This design comes from an exercise in tuning for small area, a short achievable clock period and few clock cycles on the open sky130 flow, not from production work. Power figures rest on the tool's default switching activity, not on a simulated workload.

## job 2004
==> flow/design.v <==
`timescale 1ns / 1ps
module projectCPU2020(
  clk,
  rst,
  wrEn,
  data_fromRAM,
  addr_toRAM,
  data_toRAM,
  PC,
  W
);
input clk, rst;
input wire [15:0] data_fromRAM;
output wire [15:0] data_toRAM;
output wire wrEn;
output wire [12:0] addr_toRAM;
output reg [12:0] PC;
output reg [15:0] W;
wire [15:0] D = data_fromRAM;
reg        dec, ind;
reg        pend;                   
reg        skp;                    
reg        isSt;                   
reg        xAdd, xNor, xShf, xGt, xLd, xSz, xJmp;   
wire       aZero = (D[12:0] == 13'd0);
wire       dZero = (D == 16'd0);
wire       opSt  = (D[15:13] == 3'd6);
reg  [12:0] pc1;
integer k;
always @(*)
  for (k = 0; k < 13; k = k + 1)
    pc1[k] = PC[k] ^ ((PC & ((13'd1 << k) - 13'd1)) == ((13'd1 << k) - 13'd1));
wire        useD = dec | ind | xJmp;
assign addr_toRAM = useD ? {D[12:2], D[1] | (dec & aZero), D[0]} : pc1;
assign wrEn       = (dec & opSt & ~aZero) | (ind & isSt);
assign data_toRAM = W;
wire        hi   = |D[15:6];
wire        left = hi | D[4];           
wire        rot  = hi | D[5];           
wire [3:0]  s    = D[3:0];
wire [3:0]  t    = {s[3] ^ (left & (s[0] | s[1] | s[2])),
                    s[2] ^ (left & (s[0] | s[1])),
                    s[1] ^ (left & s[0]),
                    s[0]};
wire [15:0] r0   = t[0] ? {W[0],     W[15:1]}  : W;
wire [15:0] r1   = t[1] ? {r0[1:0],  r0[15:2]} : r0;
wire [15:0] r2   = t[2] ? {r1[3:0],  r1[15:4]} : r1;
wire [15:0] rr   = t[3] ? {r2[7:0],  r2[15:8]} : r2;
wire [15:0] msk  = rot  ? 16'hFFFF :
                   left ? (16'hFFFF << s) : (16'hFFFF >> s);
wire [15:0] sh   = rr & msk;
wire [16:0] sum  = {1'b0, W ^ {16{xGt}}} + {1'b0, D} + {16'd0, xGt};
wire        gt   = ~sum[16];            
wire        sAdd  = pend & xAdd;
wire        sNor  = pend & xNor;
wire        sShf  = pend & xShf;
wire        sGt   = pend & xGt;
wire        sLd   = pend & xLd;
wire        sKeep = ~(sAdd | sNor | sShf | sGt | sLd);
wire [15:0] res   = ({16{sAdd}}  & sum[15:0]) |
                    ({16{sNor}}  & ~(W | D)) |
                    ({16{sShf}}  & sh) |
                    ({16{sGt}}   & {15'd0, gt}) |
                    ({16{sLd}}   & D) |
                    ({16{sKeep}} & W);
wire goInd = dec & aZero;
wire tk    = pend & xSz & dZero;      
always @(posedge clk) begin
  if (rst) begin
    dec  <= 1'b0;
    ind  <= 1'b0;
    skp  <= 1'b0;
    pend <= 1'b0;
    isSt <= 1'b0;
    {xAdd, xNor, xShf, xGt, xLd, xSz, xJmp} <= 7'd0;
    PC   <= 13'h1FFF;    
    W    <= 16'd0;
  end else begin
    dec  <= ~dec & ~ind & ~tk;
    ind  <= goInd;
    skp  <= tk;
    if (dec) begin
      isSt <= opSt;
      {xAdd, xNor, xShf, xGt, xLd, xSz, xJmp} <=
        opSt ? 7'd0 :
        {D[15:13] == 3'd0, D[15:13] == 3'd1, D[15:13] == 3'd2, D[15:13] == 3'd3,
         D[15:13] == 3'd5, D[15:13] == 3'd4, D[15:13] == 3'd7};
      pend <= ~aZero & ~opSt;
    end else if (ind) begin
      {xAdd, xNor, xShf, xGt, xLd, xSz, xJmp} <=
        {xAdd, xNor, xShf, xGt, xLd, xSz, xJmp};
      pend <= ~isSt;
    end else begin
      {xAdd, xNor, xShf, xGt, xLd, xSz, xJmp} <= 7'd0;
      pend <= 1'b0;
    end
    if (~dec & ~ind)
      PC <= xJmp ? D[12:0] : pc1;    
    W <= res;
  end
end
endmodule
export LEC_CHECK = 0
export ABC_AREA = 1
export CAP_MARGIN = 20
export CORE_MARGIN = 2
export CORE_UTILIZATION = 40
export PLACE_DENSITY = 0.6
export SETUP_SLACK_MARGIN = 2.6
export SLEW_MARGIN = 20
export TNS_END_PERCENT = 0
create_clock -name core_clock -period 5.5 [get_ports {clk}]
standard.sh (not shown) runs the stock make flow with config.mk's settings and CLKGATE_MAP_FILE= SYNTH_SCRIPT=/design/flow/synth_recipe.tcl, a recipe that flattens the netlist after the stock synthesis.
==> flow/flow/run.sh <==
#!/bin/bash
# Standard ORFS layout; port buffers use buf_1 instead of the default pick.
set -euo pipefail
bash standard.sh "BUFFER_PORTS_ARGS=-buffer_cell sky130_fd_sc_hd__buf_1" finish > orfs_make.log 2>&1
> inputs changed (job 2004 -> job 5270)
==> flow/design.v, changed modules only <==
module projectCPU2020(
  clk,
  rst,
  wrEn,
  data_fromRAM,
  addr_toRAM,
  data_toRAM,
  PC,
  W
);
input clk, rst;
input wire [15:0] data_fromRAM;
output wire [15:0] data_toRAM;
output wire wrEn;
output wire [12:0] addr_toRAM;
output reg [12:0] PC;
output reg [15:0] W;
wire [15:0] D = data_fromRAM;
reg        dec, ind;
reg        pend;                   
reg        skp;                    
reg        isSt;                   
reg        xAdd, xNor, xShf, xGt, xLd, xSz, xJmp;   
wire       aZero = (D[12:0] == 13'd0);
wire       dZero = (D == 16'd0);
wire       opSt  = (D[15:13] == 3'd6);
reg  [12:0] pc1;
integer k;
always @(*)
  for (k = 0; k < 13; k = k + 1)
    pc1[k] = PC[k] ^ ((PC & ((13'd1 << k) - 13'd1)) == ((13'd1 << k) - 13'd1));
wire [12:0] nxt = (pend | skp) ? pc1 : PC;
wire        useD = dec | ind | xJmp;
assign addr_toRAM = useD ? {D[12:2], D[1] | (dec & aZero), D[0]} : nxt;
assign wrEn       = (dec & opSt & ~aZero) | (ind & isSt);
assign data_toRAM = W;
wire        hi   = |D[15:6];
wire        left = hi | D[4];           
wire        rot  = hi | D[5];           
wire [3:0]  s    = D[3:0];
wire [3:0]  t    = {s[3] ^ (left & (s[0] | s[1] | s[2])),
                    s[2] ^ (left & (s[0] | s[1])),
                    s[1] ^ (left & s[0]),
                    s[0]};
wire [15:0] r0   = t[0] ? {W[0],     W[15:1]}  : W;
wire [15:0] r1   = t[1] ? {r0[1:0],  r0[15:2]} : r0;
wire [15:0] r2   = t[2] ? {r1[3:0],  r1[15:4]} : r1;
wire [15:0] rr   = t[3] ? {r2[7:0],  r2[15:8]} : r2;
wire [15:0] msk  = rot  ? 16'hFFFF :
                   left ? (16'hFFFF << s) : (16'hFFFF >> s);
wire [15:0] sh   = rr & msk;
wire [16:0] sum  = {1'b0, W ^ {16{xGt}}} + {1'b0, D} + {16'd0, xGt};
wire        gt   = ~sum[16];            
wire        sAdd  = pend & xAdd;
wire        sNor  = pend & xNor;
wire        sShf  = pend & xShf;
wire        sGt   = pend & xGt;
wire        sLd   = pend & xLd;
wire        sKeep = ~(sAdd | sNor | sShf | sGt | sLd);
wire [15:0] res   = ({16{sAdd}}  & sum[15:0]) |
                    ({16{sNor}}  & ~(W | D)) |
                    ({16{sShf}}  & sh) |
                    ({16{sGt}}   & {15'd0, gt}) |
                    ({16{sLd}}   & D) |
                    ({16{sKeep}} & W);
wire goInd = dec & aZero;
wire tk    = pend & xSz & dZero;      
wire st    = (dec & opSt & ~aZero) | (ind & isSt);
always @(posedge clk) begin
  if (rst) begin
    dec  <= 1'b0;
    ind  <= 1'b0;
    skp  <= 1'b0;
    pend <= 1'b0;
    isSt <= 1'b0;
    {xAdd, xNor, xShf, xGt, xLd, xSz, xJmp} <= 7'd0;
    PC   <= 13'd0;
    W    <= 16'd0;
  end else begin
    dec  <= ~dec & ~ind & ~tk;
    ind  <= goInd;
    skp  <= tk;
    if (dec) begin
      isSt <= opSt;
      {xAdd, xNor, xShf, xGt, xLd, xSz, xJmp} <=
        opSt ? 7'd0 :
        {D[15:13] == 3'd0, D[15:13] == 3'd1, D[15:13] == 3'd2, D[15:13] == 3'd3,
         D[15:13] == 3'd5, D[15:13] == 3'd4, D[15:13] == 3'd7};
      pend <= ~aZero & ~opSt;
    end else if (ind) begin
      {xAdd, xNor, xShf, xGt, xLd, xSz, xJmp} <=
        {xAdd, xNor, xShf, xGt, xLd, xSz, xJmp};
      pend <= ~isSt;
    end else begin
      {xAdd, xNor, xShf, xGt, xLd, xSz, xJmp} <= 7'd0;
      pend <= 1'b0;
    end
    if (st)
      PC <= pc1;
    else if (~dec & ~ind)
      PC <= addr_toRAM;    
    W <= res;
  end
end
endmodule
Results
Taking job 2004 as the reference, in job 5270 average footprint of a synthesized cell now sits lower, total power moved up. Between job 5270 and job 2004, it is job 5270 whose max-slew headroom at the worst pin is higher, by 8.8 points. Job 5270: done, clean on timing, DRC and antenna. Sort job 2004 and job 5270 by relative contribution of combinational cells to total power, ascending, and job 5270 comes first. The higher highest cell delay on the worst timing path came out of job 2004. Job 5270 ended up with a31o_4 as its cell type of the slowest stage on the worst timing path; job 2004 ended up with nor4_4. Taking job 2004 as the reference, in job 5270 share of synthesized area occupied by flip-flops and latches lower; area of combinational cells with multiple inputs picked up an extra 9.1%. In job 5270 the count of buffering cells on the critical path with inverters included turned out 2 higher than in job 2004. Sequential power: job 2004 vs job 5270 — no meaningful difference.
No functional check of the RTL was part of any run of this note.

## afterwards: timing with drivers on the ports
In the flow no input, the clock included, has a driving cell. The finished layouts below were timed again as built, in two steps.
Step 1 (the two cells are an assumption about what drives the block):
set clk [get_ports {clk}]
set_driving_cell -lib_cell sky130_fd_sc_hd__clkbuf_16 $clk
set_driving_cell -lib_cell sky130_fd_sc_hd__buf_2 [delete_from_list [all_inputs] $clk]
Step 2, shift: input delay + t, output delay - t, t = (earliest + latest rising clock arrival at the registers) / 2. This alone moves slack from input paths to output paths.
Three values: no drivers, after step 1, after step 2; two values: the first two.
run | shift t [ns] | setup WS [ns] | hold slack, ns | slew at the worst register clock pin (ns)
job 2004 | 0.339 | 2.205 / 2.167 / 2.110 | 0.477 / 0.477 / 0.477 | 0.10 / 0.10
job 5270 | 0.332 | 2.320 / 2.273 / 2.114 | 0.475 / 0.475 / 0.475 | 0.08 / 0.08
After both steps setup and hold are still met in every run listed. The setup slack of job 5270, which loses most, moves by -0.047 ns with the drivers and by -0.206 ns with both steps.
